This design comes from an exercise in tuning for small area and a short achievable clock period on the open sky130 flow, not from production work. Only simulation tests tie the RTL to the original design; equivalence was not proved. Power is estimated from default activity; no workload was simulated.

==> flow/design.v <==
`default_nettype none
module adder100_reg (
    input  wire        clk,
    input  wire [99:0] a,
    input  wire [99:0] b,
    input  wire        cin,
    output reg  [99:0] cout,
    output reg  [99:0] sum
);
    reg  [99:0] a_q;
    reg  [99:0] b_q;
    reg         cin_q;
    wire [99:0] cout_w;
    wire [99:0] sum_w;
    top_module u_add (
        .a(a_q), .b(b_q), .cin(cin_q),
        .cout(cout_w), .sum(sum_w)
    );
    always @(posedge clk) begin
        a_q   <= a;
        b_q   <= b;
        cin_q <= cin;
        cout  <= cout_w;
        sum   <= sum_w;
    end
endmodule
`default_nettype wire

`default_nettype none
module top_module(
    input [99:0] a, b,
    input cin,
    output [99:0] cout,
    output [99:0] sum );
    wire [99:0] c;           
    wire [11:0] bc;   
    assign bc[0] = cin;
    assign sum[0] = a[0] ^ b[0] ^ bc[0];
    assign c[0] = (a[0] & b[0]) | ((a[0] ^ b[0]) & bc[0]);
    assign sum[1] = a[1] ^ b[1] ^ c[0];
    assign c[1] = (a[1] & b[1]) | ((a[1] ^ b[1]) & c[0]);
    assign sum[2] = a[2] ^ b[2] ^ c[1];
    assign c[2] = (a[2] & b[2]) | ((a[2] ^ b[2]) & c[1]);
    assign sum[3] = a[3] ^ b[3] ^ c[2];
    assign c[3] = (a[3] & b[3]) | ((a[3] ^ b[3]) & c[2]);
    assign sum[4] = a[4] ^ b[4] ^ c[3];
    assign c[4] = (a[4] & b[4]) | ((a[4] ^ b[4]) & c[3]);
    assign sum[5] = a[5] ^ b[5] ^ c[4];
    assign c[5] = (a[5] & b[5]) | ((a[5] ^ b[5]) & c[4]);
    assign sum[6] = a[6] ^ b[6] ^ c[5];
    assign c[6] = (a[6] & b[6]) | ((a[6] ^ b[6]) & c[5]);
    assign sum[7] = a[7] ^ b[7] ^ c[6];
    assign c[7] = (a[7] & b[7]) | ((a[7] ^ b[7]) & c[6]);
    assign bc[1] = c[7];
    assign sum[8] = a[8] ^ b[8] ^ bc[1];
    assign c[8] = (a[8] & b[8]) | ((a[8] ^ b[8]) & bc[1]);
    assign sum[9] = a[9] ^ b[9] ^ c[8];
    assign c[9] = (a[9] & b[9]) | ((a[9] ^ b[9]) & c[8]);
    assign sum[10] = a[10] ^ b[10] ^ c[9];
    assign c[10] = (a[10] & b[10]) | ((a[10] ^ b[10]) & c[9]);
    assign sum[11] = a[11] ^ b[11] ^ c[10];
    assign c[11] = (a[11] & b[11]) | ((a[11] ^ b[11]) & c[10]);
    assign sum[12] = a[12] ^ b[12] ^ c[11];
    assign c[12] = (a[12] & b[12]) | ((a[12] ^ b[12]) & c[11]);
    assign sum[13] = a[13] ^ b[13] ^ c[12];
    assign c[13] = (a[13] & b[13]) | ((a[13] ^ b[13]) & c[12]);
    assign sum[14] = a[14] ^ b[14] ^ c[13];
    assign c[14] = (a[14] & b[14]) | ((a[14] ^ b[14]) & c[13]);
    assign sum[15] = a[15] ^ b[15] ^ c[14];
    assign c[15] = (a[15] & b[15]) | ((a[15] ^ b[15]) & c[14]);
    assign sum[16] = a[16] ^ b[16] ^ c[15];
    assign c[16] = (a[16] & b[16]) | ((a[16] ^ b[16]) & c[15]);
    assign sum[17] = a[17] ^ b[17] ^ c[16];
    assign c[17] = (a[17] & b[17]) | ((a[17] ^ b[17]) & c[16]);
    assign sum[18] = a[18] ^ b[18] ^ c[17];
    assign c[18] = (a[18] & b[18]) | ((a[18] ^ b[18]) & c[17]);
    assign sum[19] = a[19] ^ b[19] ^ c[18];
    wire g1, p1, nbc2;
    block_gp12 u_gp1 (.a(a[19:8]), .b(b[19:8]), .g(g1), .p(p1));
    skip_aoi u_skip1 (.g(g1), .p(p1), .ci(bc[1]), .co_n(nbc2));
    assign bc[2] = ~nbc2;
    assign c[19] = bc[2];
    assign sum[20] = a[20] ^ b[20] ^ bc[2];
    assign c[20] = (a[20] & b[20]) | ((a[20] ^ b[20]) & bc[2]);
    assign sum[21] = a[21] ^ b[21] ^ c[20];
    assign c[21] = (a[21] & b[21]) | ((a[21] ^ b[21]) & c[20]);
    assign sum[22] = a[22] ^ b[22] ^ c[21];
    assign c[22] = (a[22] & b[22]) | ((a[22] ^ b[22]) & c[21]);
    assign sum[23] = a[23] ^ b[23] ^ c[22];
    assign c[23] = (a[23] & b[23]) | ((a[23] ^ b[23]) & c[22]);
    assign sum[24] = a[24] ^ b[24] ^ c[23];
    assign c[24] = (a[24] & b[24]) | ((a[24] ^ b[24]) & c[23]);
    assign sum[25] = a[25] ^ b[25] ^ c[24];
    assign c[25] = (a[25] & b[25]) | ((a[25] ^ b[25]) & c[24]);
    assign sum[26] = a[26] ^ b[26] ^ c[25];
    assign c[26] = (a[26] & b[26]) | ((a[26] ^ b[26]) & c[25]);
    assign sum[27] = a[27] ^ b[27] ^ c[26];
    assign c[27] = (a[27] & b[27]) | ((a[27] ^ b[27]) & c[26]);
    assign sum[28] = a[28] ^ b[28] ^ c[27];
    assign c[28] = (a[28] & b[28]) | ((a[28] ^ b[28]) & c[27]);
    assign sum[29] = a[29] ^ b[29] ^ c[28];
    assign c[29] = (a[29] & b[29]) | ((a[29] ^ b[29]) & c[28]);
    assign sum[30] = a[30] ^ b[30] ^ c[29];
    wire g_n2, p_n2;
    block_gp11_n u_gp2 (.a(a[30:20]), .b(b[30:20]), .g_n(g_n2), .p_n(p_n2));
    skip_oai u_skip2 (.g_n(g_n2), .p_n(p_n2), .ci_n(nbc2), .co(bc[3]));
    assign c[30] = bc[3];
    assign sum[31] = a[31] ^ b[31] ^ bc[3];
    assign c[31] = (a[31] & b[31]) | ((a[31] ^ b[31]) & bc[3]);
    assign sum[32] = a[32] ^ b[32] ^ c[31];
    assign c[32] = (a[32] & b[32]) | ((a[32] ^ b[32]) & c[31]);
    assign sum[33] = a[33] ^ b[33] ^ c[32];
    assign c[33] = (a[33] & b[33]) | ((a[33] ^ b[33]) & c[32]);
    assign sum[34] = a[34] ^ b[34] ^ c[33];
    assign c[34] = (a[34] & b[34]) | ((a[34] ^ b[34]) & c[33]);
    assign sum[35] = a[35] ^ b[35] ^ c[34];
    assign c[35] = (a[35] & b[35]) | ((a[35] ^ b[35]) & c[34]);
    assign sum[36] = a[36] ^ b[36] ^ c[35];
    assign c[36] = (a[36] & b[36]) | ((a[36] ^ b[36]) & c[35]);
    assign sum[37] = a[37] ^ b[37] ^ c[36];
    assign c[37] = (a[37] & b[37]) | ((a[37] ^ b[37]) & c[36]);
    assign sum[38] = a[38] ^ b[38] ^ c[37];
    assign c[38] = (a[38] & b[38]) | ((a[38] ^ b[38]) & c[37]);
    assign sum[39] = a[39] ^ b[39] ^ c[38];
    assign c[39] = (a[39] & b[39]) | ((a[39] ^ b[39]) & c[38]);
    assign sum[40] = a[40] ^ b[40] ^ c[39];
    assign c[40] = (a[40] & b[40]) | ((a[40] ^ b[40]) & c[39]);
    assign sum[41] = a[41] ^ b[41] ^ c[40];
    wire g3, p3, nbc4;
    block_gp11 u_gp3 (.a(a[41:31]), .b(b[41:31]), .g(g3), .p(p3));
    skip_aoi u_skip3 (.g(g3), .p(p3), .ci(bc[3]), .co_n(nbc4));
    assign bc[4] = ~nbc4;
    assign c[41] = bc[4];
    assign sum[42] = a[42] ^ b[42] ^ bc[4];
    assign c[42] = (a[42] & b[42]) | ((a[42] ^ b[42]) & bc[4]);
    assign sum[43] = a[43] ^ b[43] ^ c[42];
    assign c[43] = (a[43] & b[43]) | ((a[43] ^ b[43]) & c[42]);
    assign sum[44] = a[44] ^ b[44] ^ c[43];
    assign c[44] = (a[44] & b[44]) | ((a[44] ^ b[44]) & c[43]);
    assign sum[45] = a[45] ^ b[45] ^ c[44];
    assign c[45] = (a[45] & b[45]) | ((a[45] ^ b[45]) & c[44]);
    assign sum[46] = a[46] ^ b[46] ^ c[45];
    assign c[46] = (a[46] & b[46]) | ((a[46] ^ b[46]) & c[45]);
    assign sum[47] = a[47] ^ b[47] ^ c[46];
    assign c[47] = (a[47] & b[47]) | ((a[47] ^ b[47]) & c[46]);
    assign sum[48] = a[48] ^ b[48] ^ c[47];
    assign c[48] = (a[48] & b[48]) | ((a[48] ^ b[48]) & c[47]);
    assign sum[49] = a[49] ^ b[49] ^ c[48];
    assign c[49] = (a[49] & b[49]) | ((a[49] ^ b[49]) & c[48]);
    assign sum[50] = a[50] ^ b[50] ^ c[49];
    assign c[50] = (a[50] & b[50]) | ((a[50] ^ b[50]) & c[49]);
    assign sum[51] = a[51] ^ b[51] ^ c[50];
    wire g_n4, p_n4;
    block_gp10_n u_gp4 (.a(a[51:42]), .b(b[51:42]), .g_n(g_n4), .p_n(p_n4));
    skip_oai u_skip4 (.g_n(g_n4), .p_n(p_n4), .ci_n(nbc4), .co(bc[5]));
    assign c[51] = bc[5];
    assign sum[52] = a[52] ^ b[52] ^ bc[5];
    assign c[52] = (a[52] & b[52]) | ((a[52] ^ b[52]) & bc[5]);
    assign sum[53] = a[53] ^ b[53] ^ c[52];
    assign c[53] = (a[53] & b[53]) | ((a[53] ^ b[53]) & c[52]);
    assign sum[54] = a[54] ^ b[54] ^ c[53];
    assign c[54] = (a[54] & b[54]) | ((a[54] ^ b[54]) & c[53]);
    assign sum[55] = a[55] ^ b[55] ^ c[54];
    assign c[55] = (a[55] & b[55]) | ((a[55] ^ b[55]) & c[54]);
    assign sum[56] = a[56] ^ b[56] ^ c[55];
    assign c[56] = (a[56] & b[56]) | ((a[56] ^ b[56]) & c[55]);
    assign sum[57] = a[57] ^ b[57] ^ c[56];
    assign c[57] = (a[57] & b[57]) | ((a[57] ^ b[57]) & c[56]);
    assign sum[58] = a[58] ^ b[58] ^ c[57];
    assign c[58] = (a[58] & b[58]) | ((a[58] ^ b[58]) & c[57]);
    assign sum[59] = a[59] ^ b[59] ^ c[58];
    assign c[59] = (a[59] & b[59]) | ((a[59] ^ b[59]) & c[58]);
    assign sum[60] = a[60] ^ b[60] ^ c[59];
    assign c[60] = (a[60] & b[60]) | ((a[60] ^ b[60]) & c[59]);
    assign sum[61] = a[61] ^ b[61] ^ c[60];
    wire g5, p5, nbc6;
    block_gp10 u_gp5 (.a(a[61:52]), .b(b[61:52]), .g(g5), .p(p5));
    skip_aoi u_skip5 (.g(g5), .p(p5), .ci(bc[5]), .co_n(nbc6));
    assign bc[6] = ~nbc6;
    assign c[61] = bc[6];
    assign sum[62] = a[62] ^ b[62] ^ bc[6];
    assign c[62] = (a[62] & b[62]) | ((a[62] ^ b[62]) & bc[6]);
    assign sum[63] = a[63] ^ b[63] ^ c[62];
    assign c[63] = (a[63] & b[63]) | ((a[63] ^ b[63]) & c[62]);
    assign sum[64] = a[64] ^ b[64] ^ c[63];
    assign c[64] = (a[64] & b[64]) | ((a[64] ^ b[64]) & c[63]);
    assign sum[65] = a[65] ^ b[65] ^ c[64];
    assign c[65] = (a[65] & b[65]) | ((a[65] ^ b[65]) & c[64]);
    assign sum[66] = a[66] ^ b[66] ^ c[65];
    assign c[66] = (a[66] & b[66]) | ((a[66] ^ b[66]) & c[65]);
    assign sum[67] = a[67] ^ b[67] ^ c[66];
    assign c[67] = (a[67] & b[67]) | ((a[67] ^ b[67]) & c[66]);
    assign sum[68] = a[68] ^ b[68] ^ c[67];
    assign c[68] = (a[68] & b[68]) | ((a[68] ^ b[68]) & c[67]);
    assign sum[69] = a[69] ^ b[69] ^ c[68];
    assign c[69] = (a[69] & b[69]) | ((a[69] ^ b[69]) & c[68]);
    assign sum[70] = a[70] ^ b[70] ^ c[69];
    wire g_n6, p_n6;
    block_gp9_n u_gp6 (.a(a[70:62]), .b(b[70:62]), .g_n(g_n6), .p_n(p_n6));
    skip_oai u_skip6 (.g_n(g_n6), .p_n(p_n6), .ci_n(nbc6), .co(bc[7]));
    assign c[70] = bc[7];
    assign sum[71] = a[71] ^ b[71] ^ bc[7];
    assign c[71] = (a[71] & b[71]) | ((a[71] ^ b[71]) & bc[7]);
    assign sum[72] = a[72] ^ b[72] ^ c[71];
    assign c[72] = (a[72] & b[72]) | ((a[72] ^ b[72]) & c[71]);
    assign sum[73] = a[73] ^ b[73] ^ c[72];
    assign c[73] = (a[73] & b[73]) | ((a[73] ^ b[73]) & c[72]);
    assign sum[74] = a[74] ^ b[74] ^ c[73];
    assign c[74] = (a[74] & b[74]) | ((a[74] ^ b[74]) & c[73]);
    assign sum[75] = a[75] ^ b[75] ^ c[74];
    assign c[75] = (a[75] & b[75]) | ((a[75] ^ b[75]) & c[74]);
    assign sum[76] = a[76] ^ b[76] ^ c[75];
    assign c[76] = (a[76] & b[76]) | ((a[76] ^ b[76]) & c[75]);
    assign sum[77] = a[77] ^ b[77] ^ c[76];
    assign c[77] = (a[77] & b[77]) | ((a[77] ^ b[77]) & c[76]);
    assign sum[78] = a[78] ^ b[78] ^ c[77];
    assign c[78] = (a[78] & b[78]) | ((a[78] ^ b[78]) & c[77]);
    assign sum[79] = a[79] ^ b[79] ^ c[78];
    wire g7, p7, nbc8;
    block_gp9 u_gp7 (.a(a[79:71]), .b(b[79:71]), .g(g7), .p(p7));
    skip_aoi u_skip7 (.g(g7), .p(p7), .ci(bc[7]), .co_n(nbc8));
    assign bc[8] = ~nbc8;
    assign c[79] = bc[8];
    assign sum[80] = a[80] ^ b[80] ^ bc[8];
    assign c[80] = (a[80] & b[80]) | ((a[80] ^ b[80]) & bc[8]);
    assign sum[81] = a[81] ^ b[81] ^ c[80];
    assign c[81] = (a[81] & b[81]) | ((a[81] ^ b[81]) & c[80]);
    assign sum[82] = a[82] ^ b[82] ^ c[81];
    assign c[82] = (a[82] & b[82]) | ((a[82] ^ b[82]) & c[81]);
    assign sum[83] = a[83] ^ b[83] ^ c[82];
    assign c[83] = (a[83] & b[83]) | ((a[83] ^ b[83]) & c[82]);
    assign sum[84] = a[84] ^ b[84] ^ c[83];
    assign c[84] = (a[84] & b[84]) | ((a[84] ^ b[84]) & c[83]);
    assign sum[85] = a[85] ^ b[85] ^ c[84];
    assign c[85] = (a[85] & b[85]) | ((a[85] ^ b[85]) & c[84]);
    assign sum[86] = a[86] ^ b[86] ^ c[85];
    assign c[86] = (a[86] & b[86]) | ((a[86] ^ b[86]) & c[85]);
    assign sum[87] = a[87] ^ b[87] ^ c[86];
    assign c[87] = (a[87] & b[87]) | ((a[87] ^ b[87]) & c[86]);
    assign sum[88] = a[88] ^ b[88] ^ c[87];
    wire g_n8, p_n8;
    block_gp9_n u_gp8 (.a(a[88:80]), .b(b[88:80]), .g_n(g_n8), .p_n(p_n8));
    skip_oai u_skip8 (.g_n(g_n8), .p_n(p_n8), .ci_n(nbc8), .co(bc[9]));
    assign c[88] = bc[9];
    assign sum[89] = a[89] ^ b[89] ^ bc[9];
    assign c[89] = (a[89] & b[89]) | ((a[89] ^ b[89]) & bc[9]);
    assign sum[90] = a[90] ^ b[90] ^ c[89];
    assign c[90] = (a[90] & b[90]) | ((a[90] ^ b[90]) & c[89]);
    assign sum[91] = a[91] ^ b[91] ^ c[90];
    wire g9, p9, nbc10;
    block_gp3 u_gp9 (.a(a[91:89]), .b(b[91:89]), .g(g9), .p(p9));
    skip_aoi u_skip9 (.g(g9), .p(p9), .ci(bc[9]), .co_n(nbc10));
    assign bc[10] = ~nbc10;
    assign c[91] = bc[10];
    assign sum[92] = a[92] ^ b[92] ^ bc[10];
    assign c[92] = (a[92] & b[92]) | ((a[92] ^ b[92]) & bc[10]);
    assign sum[93] = a[93] ^ b[93] ^ c[92];
    assign c[93] = (a[93] & b[93]) | ((a[93] ^ b[93]) & c[92]);
    assign sum[94] = a[94] ^ b[94] ^ c[93];
    assign c[94] = (a[94] & b[94]) | ((a[94] ^ b[94]) & c[93]);
    assign sum[95] = a[95] ^ b[95] ^ c[94];
    assign c[95] = (a[95] & b[95]) | ((a[95] ^ b[95]) & c[94]);
    assign sum[96] = a[96] ^ b[96] ^ c[95];
    assign c[96] = (a[96] & b[96]) | ((a[96] ^ b[96]) & c[95]);
    assign sum[97] = a[97] ^ b[97] ^ c[96];
    assign c[97] = (a[97] & b[97]) | ((a[97] ^ b[97]) & c[96]);
    assign sum[98] = a[98] ^ b[98] ^ c[97];
    assign c[98] = (a[98] & b[98]) | ((a[98] ^ b[98]) & c[97]);
    assign sum[99] = a[99] ^ b[99] ^ c[98];
    assign c[99] = (a[99] & b[99]) | ((a[99] ^ b[99]) & c[98]);
    assign cout = c;
endmodule
module skip_aoi(input g, p, ci, output co_n);
    assign co_n = ~(g | (p & ci));
endmodule
module skip_oai(input g_n, p_n, ci_n, output co);
    assign co = ~(g_n & (p_n | ci_n));
endmodule
module block_gp3(input [2:0] a, b, output g, p);
    wire [2:0] gg;   
    assign gg[0] = a[0] & b[0];
    genvar i;
    generate for (i = 1; i < 3; i = i + 1) begin : chain
        assign gg[i] = (a[i] & b[i]) | ((a[i] | b[i]) & gg[i-1]);
    end endgenerate
    assign g = gg[2];
    assign p = &(a | b);
endmodule
module block_gp9(input [8:0] a, b, output g, p);
    wire [8:0] gg;   
    assign gg[0] = a[0] & b[0];
    genvar i;
    generate for (i = 1; i < 9; i = i + 1) begin : chain
        assign gg[i] = (a[i] & b[i]) | ((a[i] | b[i]) & gg[i-1]);
    end endgenerate
    assign g = gg[8];
    assign p = &(a | b);
endmodule
module block_gp10(input [9:0] a, b, output g, p);
    wire [9:0] gg;   
    assign gg[0] = a[0] & b[0];
    genvar i;
    generate for (i = 1; i < 10; i = i + 1) begin : chain
        assign gg[i] = (a[i] & b[i]) | ((a[i] | b[i]) & gg[i-1]);
    end endgenerate
    assign g = gg[9];
    assign p = &(a | b);
endmodule
module block_gp11(input [10:0] a, b, output g, p);
    wire [10:0] gg;   
    assign gg[0] = a[0] & b[0];
    genvar i;
    generate for (i = 1; i < 11; i = i + 1) begin : chain
        assign gg[i] = (a[i] & b[i]) | ((a[i] | b[i]) & gg[i-1]);
    end endgenerate
    assign g = gg[10];
    assign p = &(a | b);
endmodule
module block_gp12(input [11:0] a, b, output g, p);
    wire [11:0] gg;   
    assign gg[0] = a[0] & b[0];
    genvar i;
    generate for (i = 1; i < 12; i = i + 1) begin : chain
        assign gg[i] = (a[i] & b[i]) | ((a[i] | b[i]) & gg[i-1]);
    end endgenerate
    assign g = gg[11];
    assign p = &(a | b);
endmodule
module block_gp9_n(input [8:0] a, b, output g_n, p_n);
    wire [8:0] gg;   
    assign gg[0] = a[0] & b[0];
    genvar i;
    generate for (i = 1; i < 9; i = i + 1) begin : chain
        assign gg[i] = (a[i] & b[i]) | ((a[i] | b[i]) & gg[i-1]);
    end endgenerate
    assign g_n = ~gg[8];
    assign p_n = ~&(a | b);
endmodule
module block_gp10_n(input [9:0] a, b, output g_n, p_n);
    wire [9:0] gg;   
    assign gg[0] = a[0] & b[0];
    genvar i;
    generate for (i = 1; i < 10; i = i + 1) begin : chain
        assign gg[i] = (a[i] & b[i]) | ((a[i] | b[i]) & gg[i-1]);
    end endgenerate
    assign g_n = ~gg[9];
    assign p_n = ~&(a | b);
endmodule
module block_gp11_n(input [10:0] a, b, output g_n, p_n);
    wire [10:0] gg;   
    assign gg[0] = a[0] & b[0];
    genvar i;
    generate for (i = 1; i < 11; i = i + 1) begin : chain
        assign gg[i] = (a[i] & b[i]) | ((a[i] | b[i]) & gg[i-1]);
    end endgenerate
    assign g_n = ~gg[10];
    assign p_n = ~&(a | b);
endmodule
==> flow/flow/run.sh <==
#!/bin/bash
# The standard layout (standard.sh) with these changes:
#  - Yosys's synth runs with -noabc, so the generic gates reach extract_fa as the RTL wrote
#    them and every full adder is found in its plain polarity (no inverters around it);
#  - half-adder cells are kept out of synthesis (the platform's don't-use list plus ha_*),
#    so extract_fa maps only full adders and abc maps the rest;
#  - port buffers are buf_1 cells (the smallest buffer) instead of the default pick.
# Each tool's output is in orfs/logs/; make's own output goes to run_standard.log.
set -euo pipefail
DONT_USE="sky130_fd_sc_hd__probe_p_8 sky130_fd_sc_hd__probec_p_8 sky130_fd_sc_hd__lpflow_bleeder_1 sky130_fd_sc_hd__lpflow_clkbufkapwr_1 sky130_fd_sc_hd__lpflow_clkbufkapwr_16 sky130_fd_sc_hd__lpflow_clkbufkapwr_2 sky130_fd_sc_hd__lpflow_clkbufkapwr_4 sky130_fd_sc_hd__lpflow_clkbufkapwr_8 sky130_fd_sc_hd__lpflow_clkinvkapwr_1 sky130_fd_sc_hd__lpflow_clkinvkapwr_16 sky130_fd_sc_hd__lpflow_clkinvkapwr_2 sky130_fd_sc_hd__lpflow_clkinvkapwr_4 sky130_fd_sc_hd__lpflow_clkinvkapwr_8 sky130_fd_sc_hd__lpflow_decapkapwr_12 sky130_fd_sc_hd__lpflow_decapkapwr_3 sky130_fd_sc_hd__lpflow_decapkapwr_4 sky130_fd_sc_hd__lpflow_decapkapwr_6 sky130_fd_sc_hd__lpflow_decapkapwr_8 sky130_fd_sc_hd__lpflow_inputiso0n_1 sky130_fd_sc_hd__lpflow_inputiso0p_1 sky130_fd_sc_hd__lpflow_inputiso1n_1 sky130_fd_sc_hd__lpflow_inputiso1p_1 sky130_fd_sc_hd__lpflow_inputisolatch_1 sky130_fd_sc_hd__lpflow_isobufsrc_1 sky130_fd_sc_hd__lpflow_isobufsrc_16 sky130_fd_sc_hd__lpflow_isobufsrc_2 sky130_fd_sc_hd__lpflow_isobufsrc_4 sky130_fd_sc_hd__lpflow_isobufsrc_8 sky130_fd_sc_hd__lpflow_isobufsrckapwr_16 sky130_fd_sc_hd__lpflow_lsbuf_lh_hl_isowell_tap_1 sky130_fd_sc_hd__lpflow_lsbuf_lh_hl_isowell_tap_2 sky130_fd_sc_hd__lpflow_lsbuf_lh_hl_isowell_tap_4 sky130_fd_sc_hd__lpflow_lsbuf_lh_isowell_4 sky130_fd_sc_hd__lpflow_lsbuf_lh_isowell_tap_1 sky130_fd_sc_hd__lpflow_lsbuf_lh_isowell_tap_2 sky130_fd_sc_hd__lpflow_lsbuf_lh_isowell_tap_4 sky130_fd_sc_hd__ha_1 sky130_fd_sc_hd__ha_2 sky130_fd_sc_hd__ha_4"
bash standard.sh SYNTH_ARGS=-noabc DONT_USE_CELLS="$DONT_USE" BUFFER_PORTS_ARGS="-buffer_cell sky130_fd_sc_hd__buf_1" finish > run_standard.log 2>&1
==> flow/standard.sh <==
#!/bin/bash
# synth_recipe.tcl (not shown) runs the flow's synth.tcl, then flattens the netlist and writes it again
# the make line also repeats each setting of config.mk as NAME=value (left out here)
make -C /OpenROAD-flow-scripts/flow DESIGN_CONFIG=/design/flow/config.mk WORK_HOME=/design/flow/orfs CLKGATE_MAP_FILE= SYNTH_SCRIPT=/design/flow/synth_recipe.tcl "${@:-finish}"
==> flow/config.mk <==
export PLATFORM = sky130hd
export DESIGN_NAME = adder100_reg
export DESIGN_NICKNAME = adder100_reg
export VERILOG_FILES = /design/flow/design.v
export SDC_FILE = /design/flow/constraint.sdc
export NUM_CORES = 4
export LEC_CHECK = 0
export CAP_MARGIN = 20
export CORE_MARGIN = 2
export CORE_UTILIZATION = 55
export CTS_CLUSTER_DIAMETER = 90
export CTS_CLUSTER_SIZE = 32
export SLEW_MARGIN = 20
export SYNTH_HIERARCHICAL = 1
==> flow/constraint.sdc <==
create_clock -name core_clock -period 40.0 [get_ports {clk}]
set_input_delay 8.0000 -clock core_clock [delete_from_list [all_inputs] [get_ports {clk}]]
set_output_delay 8.0000 -clock core_clock [all_outputs]
set_load 0.01 [all_outputs]
==> results of run 1 <==
## cell type report
cell class                 count  area (um^2)
antenna                        4         10.0
clock buffer                  17          425
clock inverter                 1         16.3
fill                        1571         6600
inverter                       6         22.5
multi-input combinational    287         3220
sequential                   401         8030
tap                          270          338
timing repair buffer         401         1510
## state kept, by name, summed over array words and instances (netlist names)
signal,flops
a_q,100
cin_q,1
sum,100
b_q,100
cout,100
## placed cells by master, fill, tap and decap left out, types with 4 or more instances in the layout
cell type and instances:
a21oi_1 9, a21oi_2 5, a222oi_1 5, a22oi_1 25, a31oi_1 4, buf_1 401
clkbuf_16 17, dfxtp_1 401, diode_2 4, fa_1 91, inv_1 6, nand2_1 20
nor2_1 23, nor3_1 8, nor4_1 4, o2111ai_1 4, o211ai_1 5, o21ai_0 8
o21ai_1 11, o22ai_1 27, o31ai_1 4, xor3_1 9
## Yosys stat by module (local to each module, per instance)
module	flops+latches	cell area [um^2]	times used
block_gp11_n	0	139	1
block_gp12	0	169	1
block_gp10	0	165	1
adder100_reg	401	8030	1
block_gp3	0	40.0	1
skip_oai	0	5.00	4
block_gp10_n	0	144	1
block_gp9	0	101	1
block_gp11	0	168	1
block_gp9_n	0	100	2
skip_aoi	0	8.76	5
top_module	0	2050	1
## metrics by stage
stage | setup WS [ns] | total power, mW | instance area (um^2) | cells
after floorplan | 31.67 | 0.518 | 11300 | 694
after global placement | 31.33 | 0.566 | 13100 | 1365
after detailed placement | 31.07 | 0.568 | 13100 | 1365
after CTS | 30.91 | 0.755 | 13600 | 1383
after global routing | 30.70 | 0.782 | 13600 | 1385
final | 30.95 | 0.746 | 13600 | 1387
## power breakdown
part	switching [mW]	total [mW]	internal (mW)
clock network	0.111	0.189	0.0780
logic	0.0559	0.0931	0.0372
registers	0.0204	0.464	0.444
total	0.187	0.746	0.559
## worst max path at each step
| stage | startpoint | endpoint | slack [ns] | depth (start not counted) |
|---|---|---|---|---|
| floorplan | cout[0]$_DFF_P_ | cout[0] | 31.67 | 0 |
| global placement | a_q[0]$_DFF_P_ | sum[99]$_DFF_P_ | 31.33 | 26 |
| detailed placement | a_q[0]$_DFF_P_ | sum[99]$_DFF_P_ | 31.07 | 26 |
| CTS | cout[30]$_DFF_P_ | cout[30] | 30.91 | 1 |
| global route | a_q[0]$_DFF_P_ | sum[99]$_DFF_P_ | 30.70 | 26 |
| finish | sum[52]$_DFF_P_ | sum[52] | 30.95 | 1 |
## cell families after synthesis
| logic type | share of synthesized area [%] |
|---|---|
| AOI/OAI and AO/OA | 7.60 |
| xor gates and xnor gates | 1.90 |
| adders and majority gates | 16.2 |
| buffers and inverters | 0.200 |
| DFF | 71.2 |
| and+or+nand+nor | 2.92 |
## layer usage
| metal | GRT usage, % | up-vias | wire [um] | part of all wire [%] |
|---|---|---|---|---|
| met5 | 0 | - | 32 | 0.13 |
| met4 | 6.68 | 4 | 625 | 2.6 |
| met3 | 7.42 | 41 | 2270 | 9.4 |
| met2 | 40.5 | 262 | 12700 | 52 |
| met1 | 24.0 | 3136 | 8600 | 35 |
| li1 | - | 3200 | - | - |
==> impl_results.md, run 1 <==
* Total global routing overflow at 0
* Pins Over Slew Limit at 0
* DR WL/cell at 17.5 um
* Top Family by Delay on Critical Path: flip-flops
* Synth cell count leaders: dfxtp_1, fa_1, o22ai_1, a22oi_1, nor2_1
* HP Start: cin_q$_DFF_P_
* Pwr Density at approximately 55 nW/um^2
* Post-Route WL at ~24,000 um
* Initial antenna violation count at 5
* Core ar. at around 20,000 um^2
* Critical-path cell list: buf_1
* Cts bufs inserted at 16
* Worst Hold Depth at 1
* Placer Congestion at 0.794
* Yosys top cell by area: dfxtp_1
* Internal reg-to-reg setup slack at ~31 ns
* Initial drt markers at 202
* Fmax at roughly 110 MHz
* Depth of the most critical reg-to-reg path at 26
* Final core area utilization at 67.3%
* Cts hold-fix bufs at 0
* Hold EP: sum[0]$_DFF_P_
* Largest cells by area after synthesis: dfxtp_1, fa_1, xor3_1
* Clock buffer depth at 3
* FF-to-FF Start: a_q[0]$_DFF_P_
* Via density at between 4 and 5
* Normalized max-slew margin at 71.7%
* Worst Tran Pin Value at between 0.4 and 0.5 ns
* Number of synthesized flops with an enable pin at 0
* Avg Cell Area, Syn at roughly 16 um^2
* Startpoint Class: flip-flop
* Tot GR Track Use at 22.0%
* First-pass DRT Iterations at 5
* CP max FO at 1
* CTS HTree Levels at 1
* Clk Latency, worst-skew pair at 0.50 ns
* Final min period at 9.05 ns
* Layout Nets at between 1,000 and 1,500
* Initial Util at 55.9%
* Synthesized cell area at between 10,000 and 15,000 um^2
* Number of port buffers at between 400 and 500
* Arrival time worst endpoint at roughly 1.1 ns
* Slowest CP cell: dfxtp_1
* Bufs and invs on worst path at 1
* Synth Warn # at 7
* Kind of critical path: reg2out
* Async set-or-reset flop fraction in the synthesized netlist at 0%
* Die W at approximately 150 um
* DPL Wire Length at between 15,000 and 20,000 um
* Site Rows at between 50 and 60
* Syn Nets at 987
* Final Setup Violations at 0
* Crit-path max cell delay at roughly 0.35 ns
* Global-route wire length before repair at about 36,000 um
* CTS clk-pin slew, worst paths at 0.11 ns
* Count leader, synth: dfxtp_1
* Post-synth top area share at between 70% and 80%
* Setup crit end kind: output port
* Unrepaired setup endpoints after global routing: false
* TritonCTS clock tree: yes
* DRC at 0
* Outcome: timing/DRC/antenna clean
* Unique cell type count in the Yosys netlist at 37
* Vias in the first global route at just under 7,000
* Post-CTS sizing at 0
* Postcts setup bufs at 0
* Die Y at 147 um
* Die Footprint at approximately 22,000 um^2
* CTS root buf: clkbuf_16
* Main synth FF type: dfxtp_1
* Worst hold margin at approximately 0.51 ns
* Vias after detailed routing at ~6,600
* Final TNS setup at 0 ns
* Clock sink count at ~400
* Max Clock Skew at approximately 0.020 ns
* Hold Path Class: reg2reg
* Layout area overhead at 20.4%
* Max IR drop VDD at between 0.03 and 0.04 mV
* Post-route ant nets at 0
* Flops & latches, synth at ~400
* Leak pwr at between 5 and 6 nW
* Max Cap Viol at 0
* Critical path required time at between 30 and 40 ns
* Reg-to-Reg End: sum[99]$_DFF_P_
* Pin count of the biggest net entering global routing at 33
* Period utilisation layout at a little under a quarter
* Mapped Cells at 694
* Final hold violation count at 0
* Register area share after synthesis at 71.2%
* Share of layout cells above drive strength 1 at 3.05%
* I/O Pins at between 400 and 500
==> inputs of run 2 (changes only) <==
--- a/flow/config.mk
+++ b/flow/config.mk
@@ -9,3 +9,3 @@
 export CORE_MARGIN = 2
-export CORE_UTILIZATION = 55
+export CORE_UTILIZATION = 70
 export CTS_CLUSTER_DIAMETER = 90
==> impl_results.md, run 2 <==
* Global-route wire length before repair at 40,300 um (was 36,300 um)
* Synth cell count leaders: dfxtp_1, fa_1, o22ai_1, a22oi_1, nor2_1 (unchanged)
* Most frequent cells in the layout: dfxtp_1, buf_1, fa_1 (unchanged)
* Register area share after synthesis at 71.2% (unchanged)
* Arrival time worst endpoint at 1.10 ns (was 1.05 ns)
* Post-route ant nets at 0 (unchanged)
* Initial antenna violation count at 2 (was 5)
* NetSw at 0.195 mW (was 0.187 mW)
* Yosys top cell by area: dfxtp_1 (unchanged)
* Initial drt markers at 397 (was 202)
* TritonCTS clock tree: yes (unchanged)
* CP Depth at 1 (unchanged)
* Avg Cell Area, Syn at 16.2 um^2 (unchanged)
* Max IR drop VDD at 0.0519 mV (was 0.0388 mV)
* Reg power frac at 61.7% (was 62.2%)
* Setup crit end kind: output port (unchanged)
* Pins Over Slew Limit at 0 (unchanged)
* Period utilisation layout at 22.7% (was 22.6%)
* Tot GR Track Use at 31.8% (was 22.0%)
* Clock buffer depth at 3 (unchanged)
* CTS root buf: clkbuf_16 (unchanged)
* Reg-to-Reg End: sum[99]$_DFF_P_ (unchanged)
* Pin count of the biggest net entering global routing at 33 (unchanged)
* Max Cap Viol at 0 (unchanged)
* Leak pwr at 5.26 nW (about the same)
* DR WL/cell at 20.8 um (was 17.5 um)
* Cts hold-fix bufs at 0 (unchanged)
* Final min period at 9.10 ns (was 9.05 ns)
* Post-synth top area share at 71.2% (unchanged)
* Normalized max-slew margin at 69.0% (was 71.7%)
* DPL Wire Length at 21,200 um (was 19,700 um)
* Count leader, synth: dfxtp_1 (unchanged)
* CTS HTree Levels at 1 (unchanged)
* Via density at 5.35 (was 4.79)
* Clk Latency, worst-skew pair at 0.51 ns (was 0.50 ns)
* Critical-path cell list: buf_1 (unchanged)
* Unique cell type count in the Yosys netlist at 37 (unchanged)
* Final hold violation count at 0 (unchanged)
* Cts bufs inserted at 16 (unchanged)
* Crit-path max cell delay at 0.33 ns (was 0.35 ns)
* Worst Tran Pin Value at 0.465 ns (was 0.425 ns)
* Core ar. at 15,800 um^2 (was 20,200 um^2)
* Switching share of power at 25.8% (was 25.0%)
* Share of layout cells above drive strength 1 at 3.05% (unchanged)
* DP Area at 13,000 um^2 (was 13,100 um^2)
* Flops & latches, synth at 401 (unchanged)
* Synth Warn # at 7 (unchanged)
* Layout area overhead at 19.7% (was 20.4%)
* Post-route cell area at 13,500 um^2 (was 13,600 um^2)
* Main synth FF type: dfxtp_1 (unchanged)
* Fmax at 110 MHz (was 111 MHz)
* Depth of the most critical reg-to-reg path at 26 (unchanged)
* Kind of critical path: reg2out (unchanged)
* Site Rows at 46 (was 52)
* Post-Route WL at 27,700 um (was 24,200 um)
* CP max FO at 1 (unchanged)
* Layout Nets at 1,406 (unchanged)
* Outcome: timing/DRC/antenna clean (unchanged)
* CTS clk-pin slew, worst paths at 0.11 ns (about the same)
* I/O Pins at 402 (unchanged)
* Vias in the first global route at 7,566 (was 6,776)
* FF-to-FF Start: a_q[0]$_DFF_P_ (unchanged)
* Placed Cells at 1,311 (was 1,365)
* Die Footprint at 17,100 um^2 (was 21,700 um^2)
* Slowest CP cell: dfxtp_1 (unchanged)
* Critical Path Source: cout[51]$_DFF_P_ (was sum[52]$_DFF_P_)
* Post-CTS sizing at 0 (unchanged)
* Bufs and invs on worst path at 1 (unchanged)
* Clk pwr share at 25.3% (about the same)
* Die Y at 131 um (was 147 um)
* Synthesized cell area at 11,300 um^2 (unchanged)
* Postcts setup bufs at 0 (unchanged)
* Top Family by Delay on Critical Path: flip-flops (unchanged)
* Final TNS setup at 0 ns (unchanged)
* Syn Nets at 987 (unchanged)
* DRC at 0 (unchanged)
* Unrepaired setup endpoints after global routing: false (unchanged)
* # fillers at 811 (was 1,571)
* First-pass DRT Iterations at 5 (unchanged)
* Largest cells by area after synthesis: dfxtp_1, fa_1, xor3_1 (unchanged)
* Non-filler instance count after layout at 1,332 (was 1,387)
* Critical path required time at 32.00 ns (about the same)
* Pwr Density at 56.0 nW/um^2 (was 55.0 nW/um^2)
* Total global routing overflow at 0 (unchanged)
* Clock sink count at 401 (unchanged)
* Internal reg-to-reg setup slack at 31.00 ns (was 31.08 ns)
* Async set-or-reset flop fraction in the synthesized netlist at 0% (unchanged)
* Vias after detailed routing at 7,126 (was 6,643)
* Initial Util at 71.2% (was 55.9%)
* Final core area utilization at 85.3% (was 67.3%)
* Int Pwr at 0.560 mW (was 0.559 mW)
* Final Setup Violations at 0 (unchanged)
* Gate power share at 13.0% (was 12.5%)
* Startpoint Class: flip-flop (unchanged)
* Placer Congestion at 0.844 (was 0.794)
* Max Clock Skew at 0.0340 ns (was 0.0200 ns)
* Mapped Cells at 694 (unchanged)
* Number of synthesized flops with an enable pin at 0 (unchanged)
* Setup crit end: cout[51] (was sum[52])
* Hold Path Class: reg2reg (unchanged)
* Die W at 131 um (was 147 um)
* Number of port buffers at 401 (unchanged)
-- run 2: cell counts after synthesis --
Identical to the previous run, type by type.
-- run 2: how the worst min path moves through the flow --
| stage | start | endpoint | slack, ns | cells past startpoint |
|---|---|---|---|---|
| final | b_q[96]$_DFF_P_ | sum[96]$_DFF_P_ | 0.51 | 1 |
| after global routing | b_q[96]$_DFF_P_ | sum[96]$_DFF_P_ | 0.52 | 1 |
| after CTS | b_q[96]$_DFF_P_ | sum[96]$_DFF_P_ | 0.52 | 1 |
| after detailed placement | cin_q$_DFF_P_ | sum[0]$_DFF_P_ | 0.49 | 1 |
| after global placement | cin_q$_DFF_P_ | sum[0]$_DFF_P_ | 0.47 | 1 |
| after floorplan | cin_q$_DFF_P_ | sum[0]$_DFF_P_ | 0.47 | 1 |
-- run 2: through the flow --
step | hold slack (ns) | total power, mW | setup WS (ns)
after floorplan | 0.472 | 0.518 | 31.67
after detailed placement | 0.493 | 0.570 | 31.03
final | 0.511 | 0.755 | 30.90
after global placement | 0.473 | 0.564 | 31.36
after CTS | 0.516 | 0.756 | 30.87
after global routing | 0.524 | 0.782 | 30.63
-- run 2: logic make-up after synthesis --
| group | share of synthesized area [%] |
|---|---|
| simple gates | 2.92 |
| xor+xnor | 1.90 |
| buf+inv | 0.200 |
| fa+ha+maj | 16.2 |
| flops | 71.2 |
| compound gates | 7.60 |
-- run 2: modules after synthesis, one instance, submodules excluded, excerpt --
module        cells inside  area, um^2
skip_oai                 1        5.00
block_gp3                8        40.0
block_gp10              22         165
block_gp12              26         169
block_gp11_n            21         139
adder100_reg           401        8030
-- run 2: metal layers --
layer | routed length, um | part of all wire, % | global-route usage (%) | vias to the layer above
li1 | - | - | - | 3211
met1 | 8780 | 32 | 31.9 | 3436
met4 | 1340 | 4.8 | 15.0 | 2
met5 | 17 | 0.061 | 0 | -
met2 | 14700 | 53 | 58.9 | 382
met3 | 2820 | 10 | 11.0 | 95
-- run 2: area by class of cell --
| cell class | instances | area, um^2 | area share, % |
|---|---|---|---|
| Tap cell | 216 | 270 | 2.00 |
| Clock inverter | 1 | 16.3 | 0.121 |
| Sequential cell | 401 | 8030 | 59.5 |
| Inverter | 6 | 22.5 | 0.167 |
| Antenna cell | 3 | 7.51 | 0.0556 |
| Clock buffer | 17 | 425 | 3.15 |
| Multi-Input combinational cell | 287 | 3220 | 23.9 |
| Timing Repair Buffer | 401 | 1510 | 11.2 |
-- run 2: power by group through the flow --
| stage | clock network (mW) | registers, mW | logic [mW] |
|---|---|---|---|
| 4_1_cts | 0.192 | 0.466 | 0.0983 |
| 6_report | 0.191 | 0.466 | 0.0985 |
| 5_1_grt | 0.205 | 0.471 | 0.107 |
| 3_3_place_gp | 0 | 0.473 | 0.0915 |
| 3_5_place_dp | 0 | 0.474 | 0.0960 |
| 2_1_floorplan | 0 | 0.489 | 0.0291 |
==> inputs of run 3 (changes only) <==
--- a/flow/config.mk
+++ b/flow/config.mk
@@ -9,3 +9,3 @@
 export CORE_MARGIN = 2
-export CORE_UTILIZATION = 70
+export CORE_UTILIZATION = 40
 export CTS_CLUSTER_DIAMETER = 90
==> impl_results.md, run 3 <==
* Cts bufs inserted at 16 (unchanged)
* Post-CTS sizing at 0 (unchanged)
* Synthesized cell area at 11,300 um^2 (unchanged)
* Share of layout cells above drive strength 1 at 3.14% (was 3.05%)
* Max IR drop VDD at 0.0350 mV (was 0.0519 mV)
* Max Clock Skew at 0.0315 ns (was 0.0340 ns)
* Post-Synth XOR/XNOR Area at 1.90% (unchanged)
* Pre-CTS WS at 30.85 ns (was 31.03 ns)
* Post-route ant nets at 0 (unchanged)
* Non-filler instance count after layout at 1,495 (was 1,332)
* Synth Area in Compound Gates at 7.60% (unchanged)
* Post-synth top area share at 71.2% (unchanged)
* Bufs and invs on worst path at 1 (unchanged)
* Register area share after synthesis at 71.2% (unchanged)
* Flops & latches, synth at 401 (unchanged)
* Normalized max-slew margin at 73.4% (was 69.0%)
* Met2 wire len at 12,100 um (was 14,700 um)
* Die Y at 172 um (was 131 um)
* Syn Nets at 987 (unchanged)
* Period utilisation layout at 22.7% (about the same)
* FF-to-FF Start: a_q[0]$_DFF_P_ (unchanged)
* Pin count of the biggest net entering global routing at 33 (unchanged)
* Die W at 172 um (was 131 um)
* Unrepaired setup endpoints after global routing: false (unchanged)
* Critical-path cell list: buf_1 (unchanged)
* Unique cell type count in the Yosys netlist at 37 (unchanged)
* Final TNS setup at 0 ns (unchanged)
* Global-route wire length before repair at 35,700 um (was 40,300 um)
* Final setup margin at 30.94 ns (was 30.90 ns)
* Adder-Cell Fraction of Synth Area at 16.2% (unchanged)
* Pwr Density at 54.7 nW/um^2 (was 56.0 nW/um^2)
* DRC at 0 (unchanged)
* Register area at 8030 um^2 (unchanged)
* Tot GR Track Use at 15.7% (was 31.8%)
* Metal3 WL at 2320 um (was 2820 um)
* Initial drt markers at 238 (was 397)
* Post-route cell area at 13,700 um^2 (was 13,500 um^2)
* Cts hold-fix bufs at 0 (unchanged)
* Placed Cells at 1,473 (was 1,311)
* Layout Nets at 1,406 (unchanged)
* First-pass DRT Iterations at 4 (was 5)
* Via density at 4.42 (was 5.35)
* Critical path required time at 32.00 ns (about the same)
* Post-Route WL at 24,200 um (was 27,700 um)
* Main synth FF type: dfxtp_1 (unchanged)
* Multiplexer area fraction after synthesis at 0% (unchanged)
* Multi-input logic area at 3220 um^2 (unchanged)
* Final hold violation count at 0 (unchanged)
* Vias after detailed routing at 6,602 (was 7,126)
* DR WL/cell at 16.2 um (was 20.8 um)
* Largest cells by area after synthesis: dfxtp_1, fa_1, xor3_1 (unchanged)
* Clock sink count at 401 (unchanged)
* Worst Hold Depth at 1 (unchanged)
* HP Start: b_q[4]$_DFF_P_ (was b_q[96]$_DFF_P_)
* Postcts setup bufs at 0 (unchanged)
* Leak pwr at 5.26 nW (about the same)
* Mapped Cells at 694 (unchanged)
* Async set-or-reset flop fraction in the synthesized netlist at 0% (unchanged)
* Most frequent cells in the layout: dfxtp_1, buf_1, fa_1 (unchanged)
* Slowest CP cell: dfxtp_1 (unchanged)
* Synth cell count leaders: dfxtp_1, fa_1, o22ai_1, a22oi_1, nor2_1 (unchanged)
* Simple-Gate Fraction of Synth Area at 2.92% (unchanged)
* Initial Util at 40.6% (was 71.2%)
* Final Setup Violations at 0 (unchanged)
* Clock buffer depth at 3 (unchanged)
* Site Rows at 61 (was 46)
* Outcome: timing/DRC/antenna clean (unchanged)
* Core ar. at 27,800 um^2 (was 15,800 um^2)
* Worst Tran Pin Value at 0.396 ns (was 0.465 ns)
* Number of port buffers at 401 (unchanged)
* Number of synthesized flops with an enable pin at 0 (unchanged)
* Layout area overhead at 21.6% (was 19.7%)
* Pins Over Slew Limit at 0 (unchanged)
* Placer Congestion at 0.790 (was 0.844)
* Avg Cell Area, Syn at 16.2 um^2 (unchanged)
* Crit-path max cell delay at 0.32 ns (was 0.33 ns)
* Top Family by Delay on Critical Path: flip-flops (unchanged)
* Vias in the first global route at 6,737 (was 7,566)
* Depth of the most critical reg-to-reg path at 26 (unchanged)
* Total global routing overflow at 0 (unchanged)
* Startpoint Class: flip-flop (unchanged)
* Reg-to-Reg End: sum[99]$_DFF_P_ (unchanged)
* Yosys top cell by area: dfxtp_1 (unchanged)
* Hold Path Class: reg2reg (unchanged)
* Final core area utilization at 49.3% (was 85.3%)
* Max Cap Viol at 0 (unchanged)
* Count leader, synth: dfxtp_1 (unchanged)
* Kind of critical path: reg2out (unchanged)
* CTS HTree Levels at 1 (unchanged)
* Final min period at 9.06 ns (was 9.10 ns)
* CTS clk-pin slew, worst paths at 0.11 ns (about the same)
* Metal-1 WL at 9130 um (was 8780 um)
* DPL Wire Length at 19,600 um (was 21,200 um)
* Die Footprint at 29,500 um^2 (was 17,100 um^2)
* Tot Pwr at 0.750 mW (was 0.755 mW)
* Setup crit end kind: output port (unchanged)
* CTS root buf: clkbuf_16 (unchanged)
* TritonCTS clock tree: yes (unchanged)
* Hold EP: sum[4]$_DFF_P_ (was sum[96]$_DFF_P_)
* I/O Pins at 402 (unchanged)
* Initial antenna violation count at 5 (was 2)
* CP max FO at 1 (unchanged)
* Internal reg-to-reg setup slack at 30.98 ns (was 31.00 ns)
* Worst hold margin at 0.511 ns (about the same)
* Arrival time worst endpoint at 1.06 ns (was 1.10 ns)
* # fillers at 2,518 (was 811)
* Synth Warn # at 7 (unchanged)
* Fmax at 110 MHz (about the same)
* Clk Latency, worst-skew pair at 0.52 ns (was 0.51 ns)
* Largest family of logic cells by synthesized area: adder cells (unchanged)
* Max layer used: met5 (unchanged)
* DP Area at 13,300 um^2 (was 13,000 um^2)
[run 3: cell counts after synthesis]
No cell type changed its count.
[run 3: worst max path at each step]
stage                          startpoint         endpoint  slack (ns)  cells after the start
after floorplan           cout[0]$_DFF_P_          cout[0]       31.67                      0
after global placement     a_q[0]$_DFF_P_  sum[99]$_DFF_P_       31.20                     26
after detailed placement   a_q[0]$_DFF_P_  sum[99]$_DFF_P_       30.85                     26
after CTS                  a_q[0]$_DFF_P_  sum[99]$_DFF_P_       30.81                     26
after global routing       a_q[0]$_DFF_P_  sum[99]$_DFF_P_       30.51                     26
final                     sum[47]$_DFF_P_          sum[47]       30.94                      1
[run 3: cell families (layout without fill, tap and decap cells)]
| logic type | count (synthesis) | in the layout |
|---|---|---|
| and+or+nand+nor | 66 | 66 |
| AOI/OAI and AO/OA | 121 | 121 |
| other | 0 | 3 |
| adders and majority gates | 91 | 91 |
| xor gates and xnor gates | 9 | 9 |
| buffers and inverters | 6 | 426 |
| DFF | 401 | 401 |
[run 3: routing by layer]
metal  track usage [%]  vias up
met5                 0        -
met4              4.46        4
met3              5.26       31
met2              28.1      236
met1              17.9     3125
li1                  -     3206
[run 3: area by class of cell]
| class | count | area share, % |
|---|---|---|
| Tap cell | 378 | 3.45 |
| Antenna cell | 3 | 0.0548 |
| Multi-Input combinational cell | 287 | 23.5 |
| Clock inverter | 2 | 0.146 |
| Inverter | 6 | 0.164 |
| Clock buffer | 17 | 3.10 |
| Timing Repair Buffer | 401 | 11.0 |
| Sequential cell | 401 | 58.6 |
[run 3: Yosys stat by module, one instance, submodules excluded, a selection]
module,cell area (um^2),copies in the design,flip-flops and latches
adder100_reg,8030,1,401
block_gp11_n,139,1,0
block_gp12,169,1,0
block_gp3,40.0,1,0
block_gp9,101,1,0
block_gp9_n,100,2,0
skip_aoi,8.76,5,0
skip_oai,5.00,4,0
top_module,2050,1,0
[run 3: power breakdown]
part	internal, mW	switching, mW
sequential	0.444	0.0207
combinational	0.0374	0.0546
clock	0.0781	0.115
total	0.559	0.191
==> inputs of run 4 (changes only) <==
--- a/flow/design.v
+++ b/flow/design.v
@@ -76,3 +76,5 @@
     assign c[18] = (a[18] & b[18]) | ((a[18] ^ b[18]) & c[17]);
-    assign sum[19] = a[19] ^ b[19] ^ c[18];
+    wire hp19;
+    xor_gate u_hp19 (.x(a[19]), .y(b[19]), .z(hp19));
+    xor_gate u_s19 (.x(hp19), .y(c[18]), .z(sum[19]));
     wire g1, p1, nbc2;
@@ -102,3 +104,5 @@
     assign c[29] = (a[29] & b[29]) | ((a[29] ^ b[29]) & c[28]);
-    assign sum[30] = a[30] ^ b[30] ^ c[29];
+    wire hp30;
+    xor_gate u_hp30 (.x(a[30]), .y(b[30]), .z(hp30));
+    xor_gate u_s30 (.x(hp30), .y(c[29]), .z(sum[30]));
     wire g_n2, p_n2;
@@ -127,3 +131,5 @@
     assign c[40] = (a[40] & b[40]) | ((a[40] ^ b[40]) & c[39]);
-    assign sum[41] = a[41] ^ b[41] ^ c[40];
+    wire hp41;
+    xor_gate u_hp41 (.x(a[41]), .y(b[41]), .z(hp41));
+    xor_gate u_s41 (.x(hp41), .y(c[40]), .z(sum[41]));
     wire g3, p3, nbc4;
@@ -151,3 +157,5 @@
     assign c[50] = (a[50] & b[50]) | ((a[50] ^ b[50]) & c[49]);
-    assign sum[51] = a[51] ^ b[51] ^ c[50];
+    wire hp51;
+    xor_gate u_hp51 (.x(a[51]), .y(b[51]), .z(hp51));
+    xor_gate u_s51 (.x(hp51), .y(c[50]), .z(sum[51]));
     wire g_n4, p_n4;
@@ -174,3 +182,5 @@
     assign c[60] = (a[60] & b[60]) | ((a[60] ^ b[60]) & c[59]);
-    assign sum[61] = a[61] ^ b[61] ^ c[60];
+    wire hp61;
+    xor_gate u_hp61 (.x(a[61]), .y(b[61]), .z(hp61));
+    xor_gate u_s61 (.x(hp61), .y(c[60]), .z(sum[61]));
     wire g5, p5, nbc6;
@@ -196,3 +206,5 @@
     assign c[69] = (a[69] & b[69]) | ((a[69] ^ b[69]) & c[68]);
-    assign sum[70] = a[70] ^ b[70] ^ c[69];
+    wire hp70;
+    xor_gate u_hp70 (.x(a[70]), .y(b[70]), .z(hp70));
+    xor_gate u_s70 (.x(hp70), .y(c[69]), .z(sum[70]));
     wire g_n6, p_n6;
@@ -217,3 +229,5 @@
     assign c[78] = (a[78] & b[78]) | ((a[78] ^ b[78]) & c[77]);
-    assign sum[79] = a[79] ^ b[79] ^ c[78];
+    wire hp79;
+    xor_gate u_hp79 (.x(a[79]), .y(b[79]), .z(hp79));
+    xor_gate u_s79 (.x(hp79), .y(c[78]), .z(sum[79]));
     wire g7, p7, nbc8;
@@ -239,3 +253,5 @@
     assign c[87] = (a[87] & b[87]) | ((a[87] ^ b[87]) & c[86]);
-    assign sum[88] = a[88] ^ b[88] ^ c[87];
+    wire hp88;
+    xor_gate u_hp88 (.x(a[88]), .y(b[88]), .z(hp88));
+    xor_gate u_s88 (.x(hp88), .y(c[87]), .z(sum[88]));
     wire g_n8, p_n8;
@@ -248,3 +264,5 @@
     assign c[90] = (a[90] & b[90]) | ((a[90] ^ b[90]) & c[89]);
-    assign sum[91] = a[91] ^ b[91] ^ c[90];
+    wire hp91;
+    xor_gate u_hp91 (.x(a[91]), .y(b[91]), .z(hp91));
+    xor_gate u_s91 (.x(hp91), .y(c[90]), .z(sum[91]));
     wire g9, p9, nbc10;
@@ -275,2 +293,5 @@
 endmodule
+module xor_gate(input x, y, output z);
+    assign z = x ^ y;
+endmodule
 module skip_oai(input g_n, p_n, ci_n, output co);
--- a/flow/config.mk
+++ b/flow/config.mk
@@ -9,3 +9,3 @@
 export CORE_MARGIN = 2
-export CORE_UTILIZATION = 40
+export CORE_UTILIZATION = 55
 export CTS_CLUSTER_DIAMETER = 90
==> impl_results.md, run 4 <==
* Outcome: timing/DRC/antenna clean (unchanged)
* Async set-or-reset flop fraction in the synthesized netlist at 0% (unchanged)
* Final hold violation count at 0 (unchanged)
* Die W at 147 um (was 172 um)
* Most frequent cells in the layout: dfxtp_1, buf_1, fa_1 (unchanged)
* Period utilisation layout at 22.7% (about the same)
* First-pass DRT Iterations at 6 (was 4)
* Worst Tran Pin Value at 0.445 ns (was 0.396 ns)
* Syn Nets at 996 (was 987)
* Top Family by Delay on Critical Path: flip-flops (unchanged)
* Die Footprint at 21,600 um^2 (was 29,500 um^2)
* CTS HTree Levels at 1 (unchanged)
* Hold Path Class: reg2reg (unchanged)
* Number of port buffers at 401 (unchanged)
* Setup crit end kind: output port (unchanged)
* CTS clk-pin slew, worst paths at 0.11 ns (about the same)
* I/O Pins at 402 (unchanged)
* Fmax at 110 MHz (about the same)
* Tot GR Track Use at 21.8% (was 15.7%)
* Worst Hold Depth at 1 (unchanged)
* Bufs and invs on worst path at 1 (unchanged)
* Share of layout cells above drive strength 1 at 3.03% (was 3.14%)
* Core ar. at 20,100 um^2 (was 27,800 um^2)
* Kind of critical path: reg2out (unchanged)
* Die Y at 147 um (was 172 um)
* Count leader, synth: dfxtp_1 (unchanged)
* Depth of the most critical reg-to-reg path at 26 (unchanged)
* Post-Route WL at 24,100 um (was 24,200 um)
* Unrepaired setup endpoints after global routing: false (unchanged)
* Pins Over Slew Limit at 0 (unchanged)
* Placer Congestion at 0.791 (was 0.790)
* Yosys top cell by area: dfxtp_1 (unchanged)
* Initial drt markers at 230 (was 238)
* Post-synth top area share at 71.6% (was 71.2%)
* Initial Util at 55.8% (was 40.6%)
* Synth cell count leaders: dfxtp_1, fa_1, o22ai_1, a22oi_1, nor2_1 (unchanged)
* Global-route wire length before repair at 35,800 um (was 35,700 um)
* Final min period at 9.07 ns (was 9.06 ns)
* Layout area overhead at 20.4% (was 21.6%)
* Max Cap Viol at 0 (unchanged)
* Final TNS setup at 0 ns (unchanged)
* Vias in the first global route at 6,698 (was 6,737)
* Flops & latches, synth at 401 (unchanged)
* Pin count of the biggest net entering global routing at 33 (unchanged)
* Number of synthesized flops with an enable pin at 0 (unchanged)
* Critical path required time at 32.00 ns (about the same)
* Cts hold-fix bufs at 0 (unchanged)
* Pwr Density at 55.2 nW/um^2 (was 54.7 nW/um^2)
* Startpoint Class: flip-flop (unchanged)
* Final Setup Violations at 0 (unchanged)
* Normalized max-slew margin at 70.4% (was 73.4%)
* Initial antenna violation count at 4 (was 5)
* CP Depth at 1 (unchanged)
* Arrival time worst endpoint at 1.07 ns (was 1.06 ns)
* Slowest CP cell: dfxtp_1 (unchanged)
* Via density at 4.76 (was 4.42)
* # fillers at 1,531 (was 2,518)
* Synth Warn # at 7 (unchanged)
* Largest cells by area after synthesis: dfxtp_1, fa_1, a22oi_1 (was dfxtp_1, fa_1, xor3_1)
* Clk Latency, worst-skew pair at 0.51 ns (was 0.52 ns)
* DRC at 0 (unchanged)
* Post-CTS sizing at 0 (unchanged)
* DR WL/cell at 17.3 um (was 16.2 um)
* CTS root buf: clkbuf_16 (unchanged)
* Main synth FF type: dfxtp_1 (unchanged)
* Final setup margin at 30.93 ns (was 30.94 ns)
* Synthesized cell area at 11,200 um^2 (was 11,300 um^2)
* Cts bufs inserted at 16 (unchanged)
* Postcts setup bufs at 0 (unchanged)
* Max Clock Skew at 0.0196 ns (was 0.0315 ns)
* Clock buffer depth at 3 (unchanged)
* Leak pwr at 5.20 nW (was 5.26 nW)
* Site Rows at 52 (was 61)
* Final core area utilization at 67.2% (was 49.3%)
* Crit-path max cell delay at 0.33 ns (was 0.32 ns)
* DPL Wire Length at 19,800 um (was 19,600 um)
* Unique cell type count in the Yosys netlist at 37 (unchanged)
* Vias after detailed routing at 6,637 (was 6,602)
* Pre-CTS WS at 31.04 ns (was 30.85 ns)
* Layout Nets at 1,415 (was 1,406)
* Total global routing overflow at 0 (unchanged)
* Critical-path cell list: buf_1 (unchanged)
* Max IR drop VDD at 0.0449 mV (was 0.0350 mV)
* CP max FO at 1 (unchanged)
* Post-route ant nets at 0 (unchanged)
* Register area share after synthesis at 71.6% (was 71.2%)
* TritonCTS clock tree: yes (unchanged)
* Mapped Cells at 703 (was 694)
* Avg Cell Area, Syn at 16.0 um^2 (was 16.2 um^2)
* Clock sink count at 401 (unchanged)
==> run 4: cell types whose count changed in the layout (fill, tap and decap cells not counted) <==
cell,previous run,this run
clkinv_4,1,0
diode_2,3,1
inv_12,0,1
inv_8,1,0
xor2_1,0,18
xor3_1,9,0
==> run 4: per-module statistics from Yosys, one instance, submodules excluded <==
module,area (um^2),flops+latches
block_gp12,169,0
xor_gate,8.76,0
block_gp9_n,100,0
block_gp10,165,0
block_gp11,168,0
skip_aoi,8.76,0
skip_oai,5.00,0
block_gp3,40.0,0
adder100_reg,8030,401
block_gp9,101,0
block_gp10_n,144,0
block_gp11_n,139,0
top_module,1840,0
==> run 4: logic make-up (layout without fill, tap and decap cells) <==
family	after synthesis	count (layout)	synth area share, %
simple gates	66	66	2.93
fa+ha+maj	91	91	16.2
compound gates	121	121	7.64
buf+inv	6	425	0.201
other cells	0	1	0
flops	401	401	71.6
xor+xnor	18	18	1.41
==> run 4: per-stage QoR <==
step	hold slack, ns	cells	total power, mW	area [um^2]
final	0.508	1393	0.746	13500
after global routing	0.531	1392	0.780	13500
after CTS	0.508	1392	0.755	13500
after detailed placement	0.482	1374	0.567	13100
after global placement	0.478	1374	0.565	13100
after floorplan	0.472	703	0.517	11200
==> run 4: power by group <==
group          switching (mW)  internal, mW
clock                   0.112        0.0781
combinational          0.0567        0.0358
sequential             0.0200         0.444
total                   0.188         0.558
==> run 4: final timing paths <==
path	start	endpoint	slack [ns]
worst max-delay path	cout[51]$_DFF_P_	cout[51]	30.93
worst min-delay path	cin_q$_DFF_P_	sum[0]$_DFF_P_	0.51
worst max register to register	a_q[0]$_DFF_P_	sum[99]$_DFF_P_	31.13
worst min register to register	cin_q$_DFF_P_	sum[0]$_DFF_P_	0.51
==> run 4: cell type report <==
type,instances,area (um^2),share of cell area [%]
timing repair buffer,401,1510,11.1
multi-input combinational,296,3170,23.4
antenna,1,2.50,0.0185
tap,270,338,2.50
inverter,6,22.5,0.167
clock inverter,1,16.3,0.120
sequential,401,8030,59.5
clock buffer,17,425,3.15
==> run 4: metal layers <==
metal | track usage [%] | vias to the layer above | routed length [um]
met5 | 0 | - | 45
met4 | 6.50 | 6 | 643
met3 | 8.14 | 47 | 2340
met2 | 39.3 | 257 | 12200
met1 | 24.0 | 3104 | 8880
li1 | - | 3223 | -

## afterwards: timing with drivers on the ports
The flow's constraints put no driver on any port. The routed layouts listed below were extracted and timed again, unchanged, in two steps. Step 1: set_driving_cell puts a clkbuf_16 on clk and a buf_2 on each other input, an assumption about the parent block. Step 2 also shifts input and output timing later by t, the mid clock arrival at the registers, as if the neighbouring blocks saw the same clock. Slacks: ideal / step 1 / step 2; pairs: ideal / step 1.
run | shift t [ns] | setup WS [ns] | worst hold slack (ns)
run 1 | 0.537 | 30.953 / 30.908 / 31.079 | 0.510 / 0.510 / 0.510
run 2 | 0.541 | 30.903 / 30.857 / 30.995 | 0.511 / 0.511 / 0.511
run 3 | 0.556 | 30.938 / 30.889 / 30.982 | 0.511 / 0.511 / 0.511
run 4 | 0.543 | 30.928 / 30.883 / 31.130 | 0.508 / 0.508 / 0.508
After both steps every run listed still meets setup and hold.
